This design comes from an exercise in tuning for small area on the open sky130 flow, not from production work.
The RTL was checked by simulation tests, not by an equivalence proof against the original design.

--- run.sh ---
#!/bin/bash
# synth_recipe.tcl (not shown) runs the flow's synth.tcl, then flattens the netlist and writes it again
# the make line also repeats each setting of config.mk as NAME=value (left out here)
make -C /OpenROAD-flow-scripts/flow DESIGN_CONFIG=/design/flow/config.mk WORK_HOME=/design/flow/orfs CLKGATE_MAP_FILE= SYNTH_SCRIPT=/design/flow/synth_recipe.tcl finish
--- config.mk ---
export PLATFORM = sky130hd
export DESIGN_NAME = Top
export DESIGN_NICKNAME = Top
export VERILOG_FILES = /design/flow/design.v
export SDC_FILE = /design/flow/constraint.sdc
export NUM_CORES = 4
export LEC_CHECK = 0
export CAP_MARGIN = 20
export CORE_MARGIN = 2
export CORE_UTILIZATION = 40
export SLEW_MARGIN = 20
--- constraint.sdc ---
create_clock -name core_clock -period 12.0 [get_ports {clk}]
set_input_delay 2.4000 -clock core_clock [delete_from_list [all_inputs] [get_ports {clk}]]
set_output_delay 2.4000 -clock core_clock [all_outputs]
set_load 0.01 [all_outputs]
--- design.v ---
module uart_rx #(
    parameter  CLK_FREQ  = 50_000_000,    
    parameter  BAUD_RATE = 115200,        
    parameter  PARITY    = "NONE"         
)
(
      input             clk     ,
      input             rstn    ,         
      input             uart_rx ,
      output [7:0]      rx_data ,
      output            rx_en   ,
      output            rx_busy
);
localparam  BAUD_CYCLES      = ( (CLK_FREQ*10*2 + BAUD_RATE) / (BAUD_RATE*2) ) / 10 ;
localparam  BAUD_CYCLES_FRAC = ( (CLK_FREQ*10*2 + BAUD_RATE) / (BAUD_RATE*2) ) % 10 ;
localparam           HALF_BAUD_CYCLES =  BAUD_CYCLES    / 2;
localparam  THREE_QUARTER_BAUD_CYCLES = (BAUD_CYCLES*3) / 4;
localparam [9:0] ADDITION_CYCLES = (BAUD_CYCLES_FRAC == 0) ? 10'b0000000000 :
                                   (BAUD_CYCLES_FRAC == 1) ? 10'b0000010000 :
                                   (BAUD_CYCLES_FRAC == 2) ? 10'b0010000100 :
                                   (BAUD_CYCLES_FRAC == 3) ? 10'b0010010010 :
                                   (BAUD_CYCLES_FRAC == 4) ? 10'b0101001010 :
                                   (BAUD_CYCLES_FRAC == 5) ? 10'b0101010101 :
                                   (BAUD_CYCLES_FRAC == 6) ? 10'b1010110101 :
                                   (BAUD_CYCLES_FRAC == 7) ? 10'b1101101101 :
                                   (BAUD_CYCLES_FRAC == 8) ? 10'b1101111011 :
                                    10'b1111101111 ;
wire [31:0] cycles [9:0];
assign cycles[0] = BAUD_CYCLES + (ADDITION_CYCLES[0] ? 1 : 0);
assign cycles[1] = BAUD_CYCLES + (ADDITION_CYCLES[1] ? 1 : 0);
assign cycles[2] = BAUD_CYCLES + (ADDITION_CYCLES[2] ? 1 : 0);
assign cycles[3] = BAUD_CYCLES + (ADDITION_CYCLES[3] ? 1 : 0);
assign cycles[4] = BAUD_CYCLES + (ADDITION_CYCLES[4] ? 1 : 0);
assign cycles[5] = BAUD_CYCLES + (ADDITION_CYCLES[5] ? 1 : 0);
assign cycles[6] = BAUD_CYCLES + (ADDITION_CYCLES[6] ? 1 : 0);
assign cycles[7] = BAUD_CYCLES + (ADDITION_CYCLES[7] ? 1 : 0);
assign cycles[8] = BAUD_CYCLES + (ADDITION_CYCLES[8] ? 1 : 0);
assign cycles[9] = BAUD_CYCLES + (ADDITION_CYCLES[9] ? 1 : 0);
reg        rx_d1;
always @ (posedge clk)
    if (~rstn)
        rx_d1 <= 1'b0;
    else
        rx_d1 <= uart_rx;
reg [31:0] count1;
always @ (posedge clk)
    if (~rstn) begin
        count1 <= 0;
    end else begin
        if (rx_d1)
            count1 <= (count1 < 'hFFFFFFFF) ? (count1 + 1) : count1;
        else
            count1 <= 0;
    end
localparam [ 3:0] TOTAL_BITS_MINUS1 = (PARITY == "ODD" || PARITY == "EVEN") ? 4'd9 : 4'd8;
localparam [ 1:0] S_IDLE     = 2'd0 ,
                  S_RX       = 2'd1 ,
                  S_STOP_BIT = 2'd2 ;
reg        [ 1:0] state;
reg        [ 8:0] rxbits;
reg        [ 3:0] rxcnt;
reg        [31:0] cycle;
reg        [32:0] countp;        
wire              rxbit   = countp[32];             
wire [ 7:0] rbyte   = (PARITY == "ODD" ) ? rxbits[7:0] : 
                      (PARITY == "EVEN") ? rxbits[7:0] : 
                      rxbits[8:1] ;
wire parity_correct = (PARITY == "ODD" ) ? ((~(^(rbyte))) == rxbits[8]) : 
                      (PARITY == "EVEN") ? (  (^(rbyte))  == rxbits[8]) : 
                           1'b1                    ;
always @ (posedge clk)
    if (~rstn) begin
        state    <= S_IDLE;
        rxbits   <= 9'b0;
        rxcnt    <= 4'd0;
        cycle    <= 1;
        countp   <= 33'h1_0000_0000;
    end else begin
        case (state)
            S_IDLE : begin
                if ((count1 >= THREE_QUARTER_BAUD_CYCLES) && (rx_d1 == 1'b0))   
                    state <= S_RX;
                rxcnt  <= 4'd0;
                cycle  <= 2;                                                    
                countp <= (33'h1_0000_0000 - 33'd1);                            
            end
            S_RX :
                if ( cycle < cycles[rxcnt] ) begin                              
                    cycle  <= cycle + 1;
                    countp <= rx_d1 ? (countp + 33'd1) : (countp - 33'd1);
                end else begin
                    cycle  <= 1;                                                
                    countp <= 33'h1_0000_0000;                                  
                    if ( rxcnt < TOTAL_BITS_MINUS1 ) begin                      
                        rxcnt <= rxcnt + 4'd1;
                        if ((rxcnt == 4'd0) && (rxbit == 1'b1))                 
                            state <= S_IDLE;                                    
                    end else begin
                        rxcnt <= 4'd0;
                        state <= S_STOP_BIT;
                    end
                    rxbits <= {rxbit, rxbits[8:1]};                             
                end
            default :   
                if ( cycle < THREE_QUARTER_BAUD_CYCLES) begin                   
                    cycle <= cycle + 1;
                end else begin
                    cycle <= 1;                                                 
                    state <= S_IDLE;                                            
                end
        endcase
    end
reg       f_tvalid;
reg [7:0] f_tdata;
always @ (posedge clk)
    if (~rstn) begin
        f_tvalid <= 1'b0;
        f_tdata  <= 8'h0;
    end else begin
        if (state == S_IDLE) begin
            f_tvalid <= 1'b0;
        end 
        else if (state == S_RX) begin
            f_tvalid <= 1'b0;
            f_tdata  <= 8'h0;
        end 
        else if (state == S_STOP_BIT) begin
            if ( cycle < THREE_QUARTER_BAUD_CYCLES) begin
            end else begin
                if ((count1 >= HALF_BAUD_CYCLES) && parity_correct) begin   
                    f_tvalid <= 1'b1;
                    f_tdata  <= rbyte;                                      
                end
            end
        end
    end
assign rx_en   = f_tvalid;
assign rx_data = f_tdata;
assign rx_busy = (state == S_IDLE) ? 1'b0 : 1'b1;
endmodule
`timescale 1ns / 1ps
module uart_tx #(
    parameter           CLK_FREQ  = 50_000_000,    
    parameter           BAUD_RATE = 115200,        
    parameter           BPS_NUM  = 16'd434
)
(
    input          clk,          
    input          rstn,         
    input [7:0]    tx_data,      
    input          tx_pluse,     
    output reg     uart_tx,
    output         tx_busy          
);
    reg             tx_pluse_reg;
    reg	[2:0]	    tx_bit_cnt;	 
    reg	[2:0]	    tx_state;		 
    reg	[2:0]	    tx_state_n;	 
    reg	[3:0]	    pluse_delay_cnt;
    reg             tx_en;
    localparam  IDLE	   = 4'h0;	 
    localparam  SEND_START = 4'h1;	 
    localparam  SEND_DATA  = 4'h2;	 
    localparam  SEND_STOP  = 4'h3;	 
    localparam  SEND_END   = 4'h4;	 
    reg	[15:0]	  clk_div_cnt;	 
    assign tx_busy = (tx_state != IDLE);
    always @(posedge clk)
    begin
        tx_pluse_reg <=  tx_pluse;
    end
    always @(posedge clk)
    begin
        if (~rstn) 
            tx_en <= 1'b0;
        else if(~tx_pluse_reg & tx_pluse)
            tx_en <= 1'b1;
        else if(tx_state == SEND_END)
            tx_en <= 1'b0;
    end
    always @ (posedge clk)
    begin
        if (~rstn) begin
            clk_div_cnt   <=  16'h0;
        end 
        else if(clk_div_cnt == BPS_NUM || (~tx_pluse_reg & tx_pluse))
            clk_div_cnt   <=  16'h0;
        else
            clk_div_cnt   <=  clk_div_cnt + 16'h1;
    end
    always @ (posedge clk)
    begin
        if (~rstn)
            tx_bit_cnt    <=  3'h0;
        else if(!tx_en)
            tx_bit_cnt    <=  3'h0;
        else if((tx_bit_cnt == 3'h7) && (clk_div_cnt == BPS_NUM))
            tx_bit_cnt    <=  3'h0;
        else if((tx_state == SEND_DATA) && (clk_div_cnt == BPS_NUM))
            tx_bit_cnt    <=  tx_bit_cnt + 3'h1;
        else 
            tx_bit_cnt    <=  tx_bit_cnt;
    end
    always @(posedge clk)
    begin
        if (~rstn)
            tx_state <= IDLE;
        else 
            tx_state <= tx_state_n;
    end
    always @ (*)
    begin
      case(tx_state)
        IDLE   	:  
        begin
            if(~tx_pluse_reg & tx_pluse)    
    	        tx_state_n = SEND_START;
    	    else
    	        tx_state_n = tx_state;
    	end
        SEND_START	:  
        begin
            if(clk_div_cnt == BPS_NUM)                
    	        tx_state_n = SEND_DATA;
    	    else
    		    tx_state_n = tx_state;
    	end
        SEND_DATA	:  
        begin
            if(tx_bit_cnt == 3'h7 && clk_div_cnt == BPS_NUM)     
    	        tx_state_n = SEND_STOP;
    	    else
    		    tx_state_n = tx_state;
    	end
        SEND_STOP	:  
        begin
            if(clk_div_cnt == BPS_NUM)               
    	        tx_state_n = SEND_END;
    	    else
    		    tx_state_n = tx_state;
        end
        SEND_END	:  tx_state_n = IDLE;
        default	:  tx_state_n = IDLE;
      endcase
    end
    always @ (posedge clk)
    begin
      if (~rstn) begin
          uart_tx <=  1'h1;
      end 
      else if(tx_en)
      begin
          case(tx_state)
              IDLE       :  uart_tx  <=  1'h1;            
              SEND_START :  uart_tx  <=  1'h0;            
              SEND_DATA  :                                   
              begin
                  case(tx_bit_cnt)
                      3'h0  :  uart_tx  <=  tx_data[0];
                      3'h1  :  uart_tx  <=  tx_data[1];
                      3'h2  :  uart_tx  <=  tx_data[2];
                      3'h3  :  uart_tx  <=  tx_data[3];
                      3'h4  :  uart_tx  <=  tx_data[4];
                      3'h5  :  uart_tx  <=  tx_data[5];
                      3'h6  :  uart_tx  <=  tx_data[6];
                      3'h7  :  uart_tx  <=  tx_data[7];
                      default: uart_tx  <=  1'h1;
                  endcase
              end
              SEND_STOP  :  uart_tx  <=  1'h1;           
              default    :  uart_tx  <=  1'h1;           
          endcase
      end
      else
          uart_tx <=  1'h1;
    end
endmodule
module UartWrapper #(
   parameter CLK_FREQ = 50_000_000,
   parameter BAUD_RATE = 115200,
   parameter BPS_NUM = 16'd434  
) (
   input                            clk,
   input                            rstn,
   input                            uart_rx,
   output                           uart_tx,
   input                            bram_wr_start,
   output                           bram_wr_en,
   output      [9:0]                bram_wr_addr,
   output      [7:0]                bram_wr_data
);
reg bram_wr_start_d1;
always @(posedge clk) begin
   bram_wr_start_d1 <= (~rstn) ? 1'b0 : bram_wr_start; 
end
wire bram_wr_new_request;
assign bram_wr_new_request = (~bram_wr_start_d1) & bram_wr_start;
reg [9:0] uart_tx_data_idx;
wire [4:0] uart_tx_data_row;
wire [4:0] uart_tx_data_col;
assign uart_tx_data_row = uart_tx_data_idx[9:5];
assign uart_tx_data_col = uart_tx_data_idx[4:0];
wire uart_tx_packet_end;
assign uart_tx_packet_end = (uart_tx_data_idx == 10'h3ff) ? 1'b1 : 1'b0;
wire [7:0]     rx_data;         
wire           rx_en;           
reg            rx_en_d1;        
wire           rx_busy;         
uart_rx #(
   .CLK_FREQ            (  CLK_FREQ      ),
   .BAUD_RATE           (  BAUD_RATE     )
)
u_uart_rx (                        
   .clk                 (  clk           ), 
   .rstn                (  rstn          ), 
   .uart_rx             (  uart_rx       ), 
   .rx_data             (  rx_data       ), 
   .rx_en               (  rx_en         ), 
   .rx_busy             (  rx_busy       )  
);
always @(posedge clk) begin
   rx_en_d1 <= (~rstn) ? 1'b0 : rx_en;
end 
wire uart_new_received;
assign uart_new_received = (~rx_en_d1) & rx_en;
wire           tx_busy;          
reg            tx_busy_d1;       
reg     [7:0]  tx_data;          
reg            tx_en;     
uart_tx #(
   .CLK_FREQ            (  CLK_FREQ       ),
   .BPS_NUM             (  BPS_NUM        )
) 
u_uart_tx(
   .clk                 (  clk           ),   
   .rstn                (  rstn          ),   
   .tx_data             (  tx_data       ),   
   .tx_pluse            (  tx_en         ),   
   .uart_tx             (  uart_tx       ),   
   .tx_busy             (  tx_busy       )    
);   
always @(posedge clk) begin
   tx_busy_d1 <= (~rstn) ? 1'b0 : tx_busy;
end 
wire uart_tx_finished;
assign uart_tx_finished = (~tx_busy) & tx_busy_d1;
parameter UART_ENCODE_TX_ROW = 3'b000;
parameter UART_ENCODE_TX_COL = 3'b100;
parameter UART_ENCODE_TX_WAIT = 3'b111;
reg [2:0] uart_tx_cur_state;
reg [2:0] uart_tx_nxt_state;
always @(posedge clk) begin
   if (~rstn) begin
      uart_tx_cur_state <= UART_ENCODE_TX_WAIT;
   end 
   else begin
      uart_tx_cur_state <= uart_tx_nxt_state;
   end 
end 
always @(*) begin
   if (~rstn) begin
      uart_tx_nxt_state = UART_ENCODE_TX_WAIT;
   end 
   else begin
      case (uart_tx_cur_state)
         UART_ENCODE_TX_ROW: begin
            uart_tx_nxt_state = uart_tx_finished ? UART_ENCODE_TX_COL : UART_ENCODE_TX_ROW;
         end 
         UART_ENCODE_TX_COL: begin
            uart_tx_nxt_state = uart_tx_finished ? UART_ENCODE_TX_WAIT : UART_ENCODE_TX_COL;
         end 
         UART_ENCODE_TX_WAIT: begin
            if (bram_wr_new_request) uart_tx_nxt_state = UART_ENCODE_TX_ROW;
            else if (uart_new_received && (~uart_tx_packet_end)) uart_tx_nxt_state = UART_ENCODE_TX_ROW;
            else uart_tx_nxt_state = UART_ENCODE_TX_WAIT;
         end
         default: begin
            uart_tx_nxt_state = UART_ENCODE_TX_WAIT;
         end 
      endcase 
   end 
end 
always @(posedge clk) begin
   if (~rstn || bram_wr_new_request) begin
      uart_tx_data_idx <= 10'b0;
   end 
   else if (uart_new_received && (~uart_tx_packet_end)) begin 
      uart_tx_data_idx <= uart_tx_data_idx + 10'b1;
   end 
end 
always @(posedge clk) begin
   if ((~rstn) || (~bram_wr_start)) begin
      tx_data <= 8'b0;
   end 
   else if (uart_tx_cur_state == UART_ENCODE_TX_ROW) begin
      tx_data <= {UART_ENCODE_TX_ROW, uart_tx_data_row};
   end 
   else if (uart_tx_cur_state == UART_ENCODE_TX_COL) begin 
      tx_data <= {UART_ENCODE_TX_COL, uart_tx_data_col};
   end
end 
reg [7:0] uart_wait_cnt;
always @(posedge clk) begin
   if (~rstn) begin
      tx_en <= 1'b0;
      uart_wait_cnt <= 8'b1;
   end  
   else if (bram_wr_new_request || uart_tx_finished) begin
      tx_en <= 1'b0;
      uart_wait_cnt <= 8'b1;
   end 
   else begin
      if (uart_wait_cnt != 8'b0) begin
         tx_en <= 1'b0;
         uart_wait_cnt <= uart_wait_cnt + 8'b1;
      end  
      else begin
         tx_en <= (uart_tx_cur_state != UART_ENCODE_TX_WAIT) ? 1'b1 : 1'b0;
         uart_wait_cnt <= 8'b0;
      end 
   end
end 
reg         bram_wr_en_r;
reg [9:0]   bram_wr_addr_r;
reg [7:0]   bram_wr_data_r;
always @(posedge clk) begin
   if ((~rstn) || (~bram_wr_start)) begin
      bram_wr_en_r <= 1'b0;
      bram_wr_addr_r <= 10'b0;
      bram_wr_data_r <= 8'b0;
   end 
   else begin
      if (uart_new_received && bram_wr_start) begin
         bram_wr_en_r <= 1'b1;
         bram_wr_addr_r <= {uart_tx_data_row, uart_tx_data_col};
         bram_wr_data_r <= rx_data;
      end 
   end 
end
assign bram_wr_en = bram_wr_en_r;
assign bram_wr_data = bram_wr_data_r;
assign bram_wr_addr = bram_wr_addr_r;
endmodule
module KeyDebounce #(
    parameter CLK_FREQ = 50_000_000,   
    parameter KEY_CNT = 8              
) (
    input clk,
    input rstn,
    input [KEY_CNT-1:0] keys,          
    output reg [KEY_CNT-1:0] keys_stable
);
parameter STATE_IDLE     = 1'b0;       
parameter STATE_SAMPLING = 1'b1;       
reg current_state;
reg next_state;
parameter KEY_CLK_MAX = CLK_FREQ * 20 / 1000 - 1;   
reg [31:0] key_clk_cnt;
wire key_sampling_finished;                        
assign key_sampling_finished = (key_clk_cnt >= KEY_CLK_MAX);   
reg [KEY_CNT-1:0] key_prev;
wire [KEY_CNT-1:0] key_change;                     
assign key_change = keys ^ key_prev;                
always @(posedge clk) begin
    if (~rstn) current_state <= STATE_IDLE;
    else current_state <= next_state;                    
end
always @(*) begin
    case (current_state)
        STATE_IDLE: begin
            if (|key_change) begin                  
                next_state = STATE_SAMPLING;        
            end
            else begin
                next_state = STATE_IDLE;            
            end
        end
        STATE_SAMPLING: begin
            if (key_sampling_finished) begin        
                next_state = STATE_IDLE;            
            end
            else begin
                next_state = STATE_SAMPLING;        
            end
        end
        default: begin
            next_state = STATE_IDLE;                
        end
    endcase
end
always @(posedge clk) begin
    if (~rstn || current_state == STATE_IDLE || (|key_change)) begin
        key_clk_cnt <= 32'b0;
    end
    else if (current_state == STATE_SAMPLING) begin
        key_clk_cnt <= key_clk_cnt + 32'b1;
    end
end
always @(posedge clk) begin
    if (~rstn) key_prev <= {KEY_CNT{1'b1}};
    else key_prev <= keys;                              
end
always @(posedge clk) begin
    if (~rstn) begin
        keys_stable <= {KEY_CNT{1'b1}};
    end
    else if (current_state == STATE_SAMPLING && next_state == STATE_IDLE) begin
        keys_stable <= key_prev;                    
    end
end
endmodule
module Control #(
    parameter CLK_FREQ = 50_000_000
)
(
    input               clk,
    input               rstn,
    input               sw,
    input   [6:0]       keys,
    output  [7:0]       led,
    output              detect_start,
    input               detect_finish,
    input   [2:0]       detect_peak_num,
    output  [12:0]      detect_time,  
    output  [1:0]       disp_mode, 
    output  [2:0]       disp_peak_idx, 
    output              bram_wr_start
);
reg  [15:0] ms_cnt;         
wire        ms_tick;        
assign ms_tick = (ms_cnt == (CLK_FREQ/1000 - 1));
always @(posedge clk) begin
    if (~rstn) begin
        ms_cnt <= 16'b0;
    end 
    else if (ms_tick) begin
        ms_cnt <= 16'b0;
    end 
    else begin 
        ms_cnt <= ms_cnt + 16'b1;
    end 
end
reg  [5:0]  us_cnt;          
wire        us_tick;         
assign us_tick = (us_cnt == (CLK_FREQ/1000000 - 1));
always @(posedge clk) begin
    if (~rstn) begin
        us_cnt <= 6'b0;
    end 
    else if (ms_tick) begin
        us_cnt <= 6'b0;
    end 
    else begin 
        us_cnt <= us_cnt + 6'b1;
    end 
end
wire [7:0] keys_stable;
reg  [7:0] keys_d1;  
always @(posedge clk) begin
   keys_d1 <= keys_stable;
end
wire pressed_dw_key0      = keys_d1[0] & (~keys_stable[0]);
wire pressed_dw_key1      = keys_d1[1] & (~keys_stable[1]);
wire pressed_dw_key2      = keys_d1[2] & (~keys_stable[2]);
wire pressed_dw_key3      = keys_d1[3] & (~keys_stable[3]);
wire pressed_dw_key4      = keys_d1[4] & (~keys_stable[4]);
wire pressed_dw_key5      = keys_d1[5] & (~keys_stable[5]);
wire pressed_dw_key6      = keys_d1[6] & (~keys_stable[6]);
wire switch_on_loading;
assign switch_on_loading = ~keys_stable[7]; 
KeyDebounce #(
   .CLK_FREQ(CLK_FREQ),
   .KEY_CNT(8)
) u_key (
   .clk(clk), 
   .rstn(rstn),
   .keys({~sw, keys}),
   .keys_stable(keys_stable)
);
localparam STATE_INITED     = 3'b000;
localparam STATE_LOADING    = 3'b001;
localparam STATE_PENDING    = 3'b010;
localparam STATE_RUNNING    = 3'b011;
localparam STATE_DONE       = 3'b100;
reg [2:0] current_state;
reg [2:0] next_state;
always @(posedge clk) begin
    if (~rstn) begin
        current_state <= STATE_INITED;
    end 
    else begin 
        current_state <= next_state;
    end 
end
always @(*) begin 
    if (~rstn) next_state = STATE_INITED;
    else begin 
        case (current_state)
            STATE_INITED: begin
                next_state = STATE_PENDING;
            end 
            STATE_LOADING: begin
                next_state = switch_on_loading ? STATE_LOADING : STATE_PENDING;
            end 
            STATE_PENDING: begin
                if (switch_on_loading) next_state = STATE_LOADING;
                else next_state = pressed_dw_key0 ? STATE_RUNNING : STATE_PENDING;
            end 
            STATE_RUNNING: begin
                next_state = detect_finish ? STATE_DONE : STATE_RUNNING;
            end 
            STATE_DONE: begin
                if (pressed_dw_key0) next_state = STATE_PENDING;
                else next_state = STATE_DONE;
            end 
            default: begin
                next_state = STATE_INITED;
            end 
        endcase
    end 
end
assign bram_wr_start = (current_state == STATE_LOADING);
assign detect_start = (current_state == STATE_RUNNING);
reg [12:0] detect_time_us;
always @(posedge clk) begin
    if (~rstn || (current_state <= STATE_PENDING)) begin
        detect_time_us <= 13'b0;
    end 
    else if (us_tick && (current_state == STATE_RUNNING)) begin
        detect_time_us <= (detect_time_us < 13'h1fff) 
                        ? detect_time_us + 13'b1 : detect_time_us;
    end 
end 
assign detect_time = detect_time_us;
localparam SEG_MODE_NONE      = 2'b00; 
localparam SEG_MODE_TIME      = 2'b01; 
localparam SEG_MODE_POS       = 2'b10; 
localparam SEG_MODE_VAL       = 2'b11; 
reg [1:0] disp_mode_r;
reg [2:0] disp_peak_idx_r;
assign disp_mode = disp_mode_r;
assign disp_peak_idx = disp_peak_idx_r;
reg state_change;
always @(posedge clk) begin
    if (~rstn) begin 
        disp_mode_r <= SEG_MODE_NONE;
        disp_peak_idx_r <= 3'b111;
        state_change<=1'b0;
    end
    else if(rstn) begin
        if (current_state == STATE_DONE && next_state == STATE_DONE && !state_change) begin
            state_change <= 1'b1;
            disp_mode_r <= SEG_MODE_TIME;  
            disp_peak_idx_r <= 3'b000;     
        end
        else if (current_state != STATE_DONE) begin
            state_change <= 1'b0;
            disp_mode_r <= SEG_MODE_NONE;
            disp_peak_idx_r <= 3'b111;
        end
        else if (current_state == STATE_DONE) begin
            if (pressed_dw_key1) begin 
                disp_peak_idx_r <= 3'd0;
                disp_mode_r <= (disp_mode_r == SEG_MODE_POS) ? SEG_MODE_VAL : SEG_MODE_POS;
            end
            else if (pressed_dw_key2) begin 
                disp_peak_idx_r <= 3'd1;
                disp_mode_r <= (disp_mode_r == SEG_MODE_POS) ? SEG_MODE_VAL : SEG_MODE_POS;
            end
            else if (pressed_dw_key3) begin 
                disp_peak_idx_r <= 3'd2;
                disp_mode_r <= (disp_mode_r == SEG_MODE_POS) ? SEG_MODE_VAL : SEG_MODE_POS;
            end
            else if (pressed_dw_key4) begin 
                disp_peak_idx_r <= 3'd3;
                disp_mode_r <= (disp_mode_r == SEG_MODE_POS) ? SEG_MODE_VAL : SEG_MODE_POS;
            end
            else if (pressed_dw_key5) begin 
                disp_peak_idx_r <= 3'd4;
                disp_mode_r <= (disp_mode_r == SEG_MODE_POS) ? SEG_MODE_VAL : SEG_MODE_POS;
            end
            else if (pressed_dw_key6) begin 
                disp_peak_idx_r <= 3'd5;
                disp_mode_r <= (disp_mode_r == SEG_MODE_POS) ? SEG_MODE_VAL : SEG_MODE_POS;
            end
        end
    end
end 
reg [8:0] blink_ms;  
always @(posedge clk) begin
    if (~rstn) begin
        blink_ms <= 9'b0;
    end 
    else if (ms_tick) begin
        blink_ms <= (blink_ms < 9'd500)? blink_ms + 9'b1 : 9'b0;
    end
end
reg led7;
always @(posedge clk) begin
    if (~rstn) begin
        led7 <= 1'b0;
    end 
    else if (current_state == STATE_LOADING) begin
        led7 <= ((blink_ms == 9'd500) && ms_tick) ? ~led7 : led7;
    end 
    else begin
        led7 <= 1'b1;
    end
end
reg led0;
always @(posedge clk) begin
    if (~rstn) begin
        led0 <= 1'b0;
    end 
    else begin
        case (current_state)
            STATE_INITED: begin
                led0 <= 1'b0;
            end 
            STATE_LOADING: begin
                led0 <= 1'b0;
            end 
            STATE_PENDING: begin
                led0 <= 1'b0;
            end 
            STATE_RUNNING: begin
                if(ms_tick && (blink_ms == 9'd500)) begin
                    led0 <= ~led0;
                end
                else begin
                led0 <= 1'b1;
                end 
            end
            STATE_DONE: begin
                led0 <= 1'b1;
            end 
            default: begin
                led0 <= 1'b0;
            end
        endcase
    end
end
reg [5:0] peak_led;  
always @(posedge clk) begin
    if(~rstn)begin 
        peak_led<=6'b000_000;
    end
    else begin
        if(current_state==STATE_DONE)begin
            case(detect_peak_num)
                3'd0: peak_led<=6'b000_000;
                3'd1: peak_led<=6'b000_001;
                3'd2: peak_led<=6'b000_011;
                3'd3: peak_led<=6'b000_111;
                3'd4: peak_led<=6'b001_111;
                3'd5: peak_led<=6'b011_111;
                3'd6: peak_led<=6'b111_111;
                default: peak_led<=6'b000_000;
            endcase
        end
    end
end
assign led = {led7, peak_led, led0};
endmodule
module SegWrapper #(
   parameter CLK_FREQ = 50_000_000,
   parameter SEG_FLASH_DUR = 49_999
) (
   input                            clk,
   input                            rstn,
   input      [1:0]                 disp_mode, 
   input      [12:0]                detect_time,
   input      [2:0]                 disp_peak_idx,
   input      [4:0]                 disp_peak_row,
   input      [4:0]                 disp_peak_col,
   input      [7:0]                 disp_peak_val,
   output  reg[3:0]                 seg_sel,
   output  reg[7:0]                 seg_data
);
reg[19:0]scan_cnt;
always @(posedge clk) begin
   if(~rstn)begin 
      scan_cnt<=20'd0;
   end
   else if(scan_cnt==SEG_FLASH_DUR) begin
      scan_cnt<=20'd0;
   end
   else begin
      scan_cnt<=scan_cnt+20'd1;
   end
end
always @(posedge clk) begin 
   if(~rstn)begin
      seg_sel<=4'b0001;
   end
   else if(scan_cnt==SEG_FLASH_DUR) begin
      seg_sel<={seg_sel[2:0],seg_sel[3]};
   end
end
reg[3:0]display_numbers[0:3]; 
always @(*) begin
   case (disp_mode)
      2'b00: begin  
         display_numbers[0] = 4'd0;
         display_numbers[1] = 4'd0;
         display_numbers[2] = 4'd0;
         display_numbers[3] = 4'd0;
      end
      2'b01: begin  
         display_numbers[0] = detect_time/1000;            
         display_numbers[1] = (detect_time%1000)/100;   
         display_numbers[2] = (detect_time%100)/10;     
         display_numbers[3] = detect_time%10;             
      end
      2'b10: begin  
         display_numbers[0] = disp_peak_row / 10;   
         display_numbers[1] = disp_peak_row % 10;   
         display_numbers[2] = disp_peak_col / 10;   
         display_numbers[3] = disp_peak_col % 10;   
      end
      2'b11: begin  
         display_numbers[0] = disp_peak_val/1000; 
         display_numbers[1] = (disp_peak_val/100)%10;            
         display_numbers[2] = (disp_peak_val%100)/10;     
         display_numbers[3] = disp_peak_val%10;             
      end
      default: begin
         display_numbers[0] = 4'd0;
         display_numbers[1] = 4'd0;
         display_numbers[2] = 4'd0;
         display_numbers[3] = 4'd0;
      end
   endcase 
end
wire[7:0]seg_table[0:15];
assign seg_table[0] = 8'h3f;
assign seg_table[1] = 8'h06;
assign seg_table[2] = 8'h5b;
assign seg_table[3] = 8'h4f;
assign seg_table[4] = 8'h66;
assign seg_table[5] = 8'h6d;
assign seg_table[6] = 8'h7d;
assign seg_table[7] = 8'h07;
assign seg_table[8] = 8'h7f;
assign seg_table[9] = 8'h6f;
assign seg_table[10] = 8'h77;
assign seg_table[11] = 8'h7c;
assign seg_table[12] = 8'h39;
assign seg_table[13] = 8'h5e;
assign seg_table[14] = 8'h79;
assign seg_table[15] = 8'h71;
always @(posedge clk) begin
   if (~rstn) begin
      seg_data <= 8'h00;
   end 
   else begin
      case (seg_sel)
         4'b0001: seg_data <= seg_table[display_numbers[0]];
         4'b0010: seg_data <= seg_table[display_numbers[1]];
         4'b0100: seg_data <= seg_table[display_numbers[2]];
         4'b1000: seg_data <= seg_table[display_numbers[3]];
         default: seg_data <= 8'h00;
      endcase
   end
end
endmodule
module Core(
   input               clk,
   input               rstn,
   output  [9:0]       bram_rd_addr,
   input   [7:0]       bram_rd_data,
   input               detect_start,
   output              detect_finish,
   output  [2:0]       detect_peak_num,
   input   [2:0]       disp_peak_idx,
   output  [4:0]       disp_peak_row,
   output  [4:0]       disp_peak_col,  
   output  [7:0]       disp_peak_val
);
reg detect_start_d1;  
always @(posedge clk) begin
   if (~rstn) begin
      detect_start_d1 <= 1'b0;
   end 
   else begin
      detect_start_d1 <= detect_start;
   end 
end
wire detect_new_request;
assign detect_new_request = detect_start & (~detect_start_d1);
reg [15:0] wait_cnt;
always @(posedge clk) begin
   if (~rstn || detect_new_request) begin
      wait_cnt <= 16'b0;
   end 
   else if (detect_start && wait_cnt != 16'hff_ff) begin
      wait_cnt <= wait_cnt + 16'd1;
   end 
end 
assign detect_finish = (wait_cnt == 16'hff_ff); 
assign detect_peak_num = detect_finish ? 3'd6 : 3'b0; 
reg  [4:0]       disp_peak_row_r;
reg  [4:0]       disp_peak_col_r;
reg  [7:0]       disp_peak_val_r;
assign disp_peak_row = disp_peak_row_r;
assign disp_peak_col = disp_peak_col_r;
assign disp_peak_val = disp_peak_val_r;
always @(*) begin
   if (~rstn || ~detect_finish) begin
      disp_peak_row_r <= 5'b0;
      disp_peak_col_r <= 5'b0;
      disp_peak_val_r <= 8'b0;
   end 
   else begin
      case (disp_peak_idx)
         3'd0: begin
            disp_peak_row_r <= 5'd10;
            disp_peak_col_r <= 5'd15;
            disp_peak_val_r <= 8'd120;
         end 
         3'd1: begin
            disp_peak_row_r <= 5'd12;
            disp_peak_col_r <= 5'd18;
            disp_peak_val_r <= 8'd100;
         end 
         3'd2: begin
            disp_peak_row_r <= 5'd14;
            disp_peak_col_r <= 5'd20;
            disp_peak_val_r <= 8'd80;
         end 
         3'd3: begin
            disp_peak_row_r <= 5'd16;
            disp_peak_col_r <= 5'd25;
            disp_peak_val_r <= 8'd60;
         end 
         3'd4: begin
            disp_peak_row_r <= 5'd18;
            disp_peak_col_r <= 5'd30;
            disp_peak_val_r <= 8'd40;
         end 
         3'd5: begin
            disp_peak_row_r <= 5'd10;
            disp_peak_col_r <= 5'd31;
            disp_peak_val_r <= 8'd99;
         end
         default: begin
            disp_peak_row_r <= 5'b0;
            disp_peak_col_r <= 5'b0;
            disp_peak_val_r <= 8'b0;
         end 
      endcase
   end 
end 
assign bram_rd_addr = 10'b0; 
endmodule
module Top #(
    parameter CLK_FREQ = 32'd2_000_000
) (
    input             clk,
    input             rstn,
    input             sw,
    input      [6:0]  keys, 
    input             uart_rx,
    output            uart_tx,
    output     [7:0]  led,
    output     [3:0]  seg_sel,
    output     [7:0]  seg_data,
    output            bram_wr_en,
    output     [9:0]  bram_wr_addr,
    output     [7:0]  bram_wr_data
);
wire core_clk;
assign core_clk = clk;
wire sys_rstn;
assign sys_rstn = rstn;
wire detect_start;
wire detect_finish;
wire [2:0] detect_peak_num;
wire [12:0] detect_time;
wire [1:0] disp_mode;
wire [2:0] disp_peak_idx;
wire [4:0] disp_peak_row;
wire [4:0] disp_peak_col;
wire [7:0] disp_peak_val;
wire bram_wr_start;
Control #(
    .CLK_FREQ(CLK_FREQ)
) u_control (
    .clk    (clk),
    .rstn   (sys_rstn),
    .sw     (sw),
    .keys   (keys),
    .led    (led),
    .detect_start   (detect_start),
    .detect_finish  (detect_finish),
    .detect_peak_num(detect_peak_num),
    .detect_time    (detect_time),  
    .disp_mode      (disp_mode), 
    .disp_peak_idx  (disp_peak_idx),
    .bram_wr_start  (bram_wr_start)
);
wire [7:0] bram_rd_data;
wire [9:0] bram_rd_addr;
assign bram_rd_data = 8'b0;
SegWrapper #(
  .CLK_FREQ (CLK_FREQ),
  .SEG_FLASH_DUR (CLK_FREQ/1000 - 1)
) u_seg (
    .clk            (clk),
    .rstn           (sys_rstn),
    .disp_mode      (disp_mode), 
    .detect_time    (detect_time),
    .disp_peak_idx  (disp_peak_idx),
    .disp_peak_row  (disp_peak_row),
    .disp_peak_col  (disp_peak_col),
    .disp_peak_val  (disp_peak_val),
    .seg_sel        (seg_sel),
    .seg_data       (seg_data)
);
UartWrapper #(
   .CLK_FREQ (CLK_FREQ),
   .BPS_NUM  (CLK_FREQ/115200)
) u_uart_wrapper (
   .clk            (clk),
   .rstn           (sys_rstn),
   .uart_rx        (uart_rx),
   .uart_tx        (uart_tx),
   .bram_wr_start  (bram_wr_start),
   .bram_wr_en     (bram_wr_en),
   .bram_wr_addr   (bram_wr_addr),
   .bram_wr_data   (bram_wr_data)
);
reg [1:0] detect_start_d;
always @(posedge core_clk) begin
    if (~sys_rstn) begin
        detect_start_d <= 2'b0;
    end 
    else begin
        detect_start_d <= {detect_start_d[0], detect_start};
    end 
end
wire detect_finish_w;
reg [1:0] detect_finish_d;
assign detect_finish = detect_finish_d[1];
always @(posedge clk) begin
    if (~sys_rstn) begin
        detect_finish_d <= 2'b0;
    end 
    else begin
        detect_finish_d <= {detect_finish_d[0], detect_finish_w};
    end 
end
reg [2:0] detect_peak_num_d0;
reg [2:0] detect_peak_num_d1;
wire [2:0] detect_peak_num_w;
assign detect_peak_num = detect_peak_num_d1;
always @(posedge clk) begin
    if (~sys_rstn) begin
        detect_peak_num_d0 <= 3'b0;
        detect_peak_num_d1 <= 3'b0;
    end 
    else begin
        detect_peak_num_d0 <= detect_peak_num_w;
        detect_peak_num_d1 <= detect_peak_num_d0;
    end
end
reg [2:0] disp_peak_idx_d0;
reg [2:0] disp_peak_idx_d1;
always @(posedge core_clk) begin
    if (~sys_rstn) begin
        disp_peak_idx_d0 <= 3'b0;
        disp_peak_idx_d1 <= 3'b0;
    end 
    else begin
        disp_peak_idx_d0 <= disp_peak_idx;
        disp_peak_idx_d1 <= disp_peak_idx_d0;
    end
end
wire [5:0] disp_peak_row_w;
wire [5:0] disp_peak_col_w;
wire [7:0] disp_peak_val_w;
reg [5:0] disp_peak_row_d0;
reg [5:0] disp_peak_col_d0;
reg [7:0] disp_peak_val_d0;
reg [5:0] disp_peak_row_d1;
reg [5:0] disp_peak_col_d1;
reg [7:0] disp_peak_val_d1;
assign disp_peak_row = disp_peak_row_d1;
assign disp_peak_col = disp_peak_col_d1;
assign disp_peak_val = disp_peak_val_d1;
always @(posedge clk) begin
    if (~sys_rstn) begin
        disp_peak_row_d0 <= 6'b0;
        disp_peak_col_d0 <= 6'b0;
        disp_peak_val_d0 <= 8'b0;
        disp_peak_row_d1 <= 6'b0;
        disp_peak_col_d1 <= 6'b0;
        disp_peak_val_d1 <= 8'b0;
    end 
    else begin
        disp_peak_row_d0 <= disp_peak_row_w;
        disp_peak_col_d0 <= disp_peak_col_w;
        disp_peak_val_d0 <= disp_peak_val_w;
        disp_peak_row_d1 <= disp_peak_row_d0;
        disp_peak_col_d1 <= disp_peak_col_d0;
        disp_peak_val_d1 <= disp_peak_val_d0;
    end
end
Core u_core (
   .clk               (core_clk),
   .rstn              (sys_rstn),
   .bram_rd_addr      (bram_rd_addr),
   .bram_rd_data      (bram_rd_data),
   .detect_start      (detect_start_d[1]),
   .detect_finish     (detect_finish_w),
   .detect_peak_num   (detect_peak_num_w),
   .disp_peak_idx     (disp_peak_idx_d1),
   .disp_peak_row     (disp_peak_row_w),
   .disp_peak_col     (disp_peak_col_w),  
   .disp_peak_val     (disp_peak_val_w)
);  
endmodule
==> flow_summary.toml <==
[placement]
placed_cells = 3659
dp_hpwl_um = 40600
portBuffers = 49
pre_cts_ws_ns = 0.836
globalplace.congestion = 0.903

[clocking]
insertion_delay_ns = 0.54
clk_pin_slew_ns = 0.06
clockRootBuffer = "clkbuf_16"
cts_buffer_depth = 3
cts_htree_levels = 2
cts_tree = "built"
numCtsBuffers = 39
cts_sinks = 391

[yosys]
yosys.area.top_type_share = 0.340
post-synth-top-count-cell = "dfxtp_1"
yosys_warnings = 11
yosys_most_used_dff = "dfxtp_1"
synth_edf_count = 0
synth.avg_cell_area_um2 = 7.85
yosys.area.top_type = "dfxtp_1"
yosys-top-cells-area = "dfxtp_1 (34%), nor2_1 (6.2%), nand2_1 (4.8%), xnor2_1 (4.3%), o21ai_0 (4.1%)"
synth-async-reset-ratio = 0
synth_cells = 2933
ys_top_cells_by_count = "dfxtp_1 (391), nor2_1 (382), nand2_1 (295)"
synth_cell_types = 104
syn_area_mm2 = 0.0230
seq_area_frac_synth = 0.340
ys_ff_latch = 391

[sta]
setup_viol = 0
hold_viol = 0
final.setup.tns_ns = 0
setup_slack_ns = 0.667
rsz0062_at_grt = "false"
fin_crit_ns = 11.33
skew_ns = 0.0122
worstMarginPinSlew_ns = 1.04
slew_headroom = 0.305
finalCritPeriodShare = 0.944
fmax_ghz = 0.0882
slew_viol_final = 0

[die]
io_pins = 51
die_h_um = 244
floorplan.die_area_mm2 = 0.0595
start_util = 0.407
core_mm2 = 0.0566
die_x_um = 244
fp-row-count = 87

[run]
max_cap_violations = 0

[finish]
drive_above_1_share = 0.0524
largest_register_ffs = 33
largest-register = "u_uart_wrapper.u_uart_rx.countp"
areaGrowthSynthToFinish_pct = 11.0
stdcell_count = 3731
diodes = 0
nets = 3031

[global_route]
antenna_found_initial = 0
grt_pass1_vias = 19600
grt_pass1_wl_um = 94800
grt_max_degree = 76
track_usage = 0.185
grt_overflow = 0

[worst_setup_path]
cp.required_ns = 12.42
r2r_cells = 42
cp-end-kind = "flip-flop"
crit_top_cell = "ha_1"
cp-start-kind = "flip-flop"
crit_path_max_fanout = 14
max_stage_delay_ns = 0.60
slowest_stage = "or4_4"
worstSetupPathType = "flip-flop to flip-flop"
crit_arrival_ns = 11.76

[worst_hold_path]
worstHoldPathCells = 0
hold_path_class = "flip-flop to flip-flop"

[drt]
wl_um = 56100
via_per_inst = 5.54
dr_total_vias = 20700
ant_nets = 0
dr.pass1.iters = 5
post-route-drc-count = 0
avgRoutedWirePerCell_um = 15.0
drt_iter0_drc = 1224

[power]
total_power_mw = 2.67
irDropWorstVdd_v = 0.000103
power.density_mw_per_mm2 = 104
p_leak_nw = 9.37

[outcome]
status = "complete, no violations"
## final timing paths
kind | start | endpoint | slack [ns]
hold / removal | u_uart_wrapper.tx_en | u_uart_wrapper.u_uart_tx.tx_pluse_reg | 0.35
setup / recovery | u_control.detect_time_us[8] | u_seg.seg_data[0] | 0.67
hold reg to reg | u_uart_wrapper.tx_en | u_uart_wrapper.u_uart_tx.tx_pluse_reg | 0.35
setup reg to reg | u_control.detect_time_us[8] | u_seg.seg_data[0] | 0.67
## cell usage in the layout, fill, tap and decap left out, types with 14 or more instances in the layout
master           netlist  final
nand4_1               42     42
or3_1                 34     34
inv_1                 89     89
a21boi_0              31     31
dfxtp_1              391    391
o211a_1               14     14
a31oi_1               22     22
and4_1                16     16
a21oi_1              184    184
a211oi_1              36     36
conb_1                 1     28
xor2_1               105    105
o211ai_1              23     23
and3_1                57     57
mux2i_1               51     51
nand2b_1              34     34
and2_1                52     52
nor2b_1               30     30
xnor2_1              113    113
o21ai_0              188    188
nand2_1              295    295
nor3_1                78     78
nor2_1               382    382
a21o_1                22     22
ha_1                  74     74
nor4_1                38     38
buf_4                 11     31
clkbuf_16              0     40
nand3_1              110    110
clkdlybuf4s50_1        0     48
o31ai_1               22     21
## metrics by stage
stage                     hold slack, ns  utilization  cell area, um2
after global placement             0.334        0.428           24200
after CTS                          0.352        0.450           25500
after detailed placement           0.332        0.428           24200
final                              0.351        0.451           25500
after floorplan                    0.324            -           23100
after global routing               0.359        0.451           25500
## final cells by class
type / count / area [um2]
fillers: 5718 / 31100
multi-input cells: 2341 / 14400
flip-flops and latches: 391 / 7830
clock buffers: 64 / 1200
well taps: 756 / 946
repair buffers: 81 / 743
inverters: 91 / 342
clock inverters: 7 / 75.1
## what timing repair did
action,CTS,global route
endpoints found under the setup margin,0,3
hold buffers,0,0
resized for setup,0,2
setup buffers,0,0
## routing by layer
| metal | vias up | GRT usage | share of wire |
|---|---|---|---|
| met4 | 0 | 0.0439 | 0.017 |
| met1 | 9761 | 0.248 | 0.48 |
| met2 | 423 | 0.310 | 0.46 |
| met5 | - | 0 | 0 |
| li1 | 10400 | - | - |
| met3 | 71 | 0.0278 | 0.044 |
## report_power, final
part           switching [mW]  internal, mW
logic                  0.0701        0.0551
registers              0.0156          1.32
clock network           0.499         0.707
## cell families after synthesis
logic type	synth area share
and+or+nand+nor	0.260
AOI/OAI and AO/OA	0.204
xor gates and xnor gates	0.0839
DFF	0.340
other	0.000163
buffers and inverters	0.0400
muxes	0.0277
adders and majority gates	0.0441
## worst max-delay path: cells and delay by family, from the launching register on
family                   cells  cell delay, ns
flip-flops                   1            0.33
multiplexers                 2            0.53
adder cells (fa/ha/maj)      3            0.75
AND/OR/NAND/NOR             12            3.90
AO/OA/AOI/OAI               22            5.34
buffers and inverters        3            0.39

==> port drivers added, routing unchanged <==
How much do the figures lean on ideal ports? The routed layout below was timed once more, with nothing changed but the port constraints.
Step 1 sets driving cells, clkbuf_16 on the clock port and buf_2 on the other inputs (assumed; they add their load-dependent delay and slew).
Step 2, shift: input delay + t, output delay - t, t = (earliest + latest rising clock arrival at the registers) / 2. This alone moves slack from input paths to output paths.
a / b / c = no drivers / after step 1 / after step 2; a / b = the first two.
t, ns: 0.587
setup WS [ns]: 0.667 / 0.667 / 0.667
worst data-port slew with drivers (ns): 0.06
After both steps setup and hold are still met in this run. For this run, drivers alone change the setup slack by 0.000 ns; drivers and shift together by 0.000 ns.
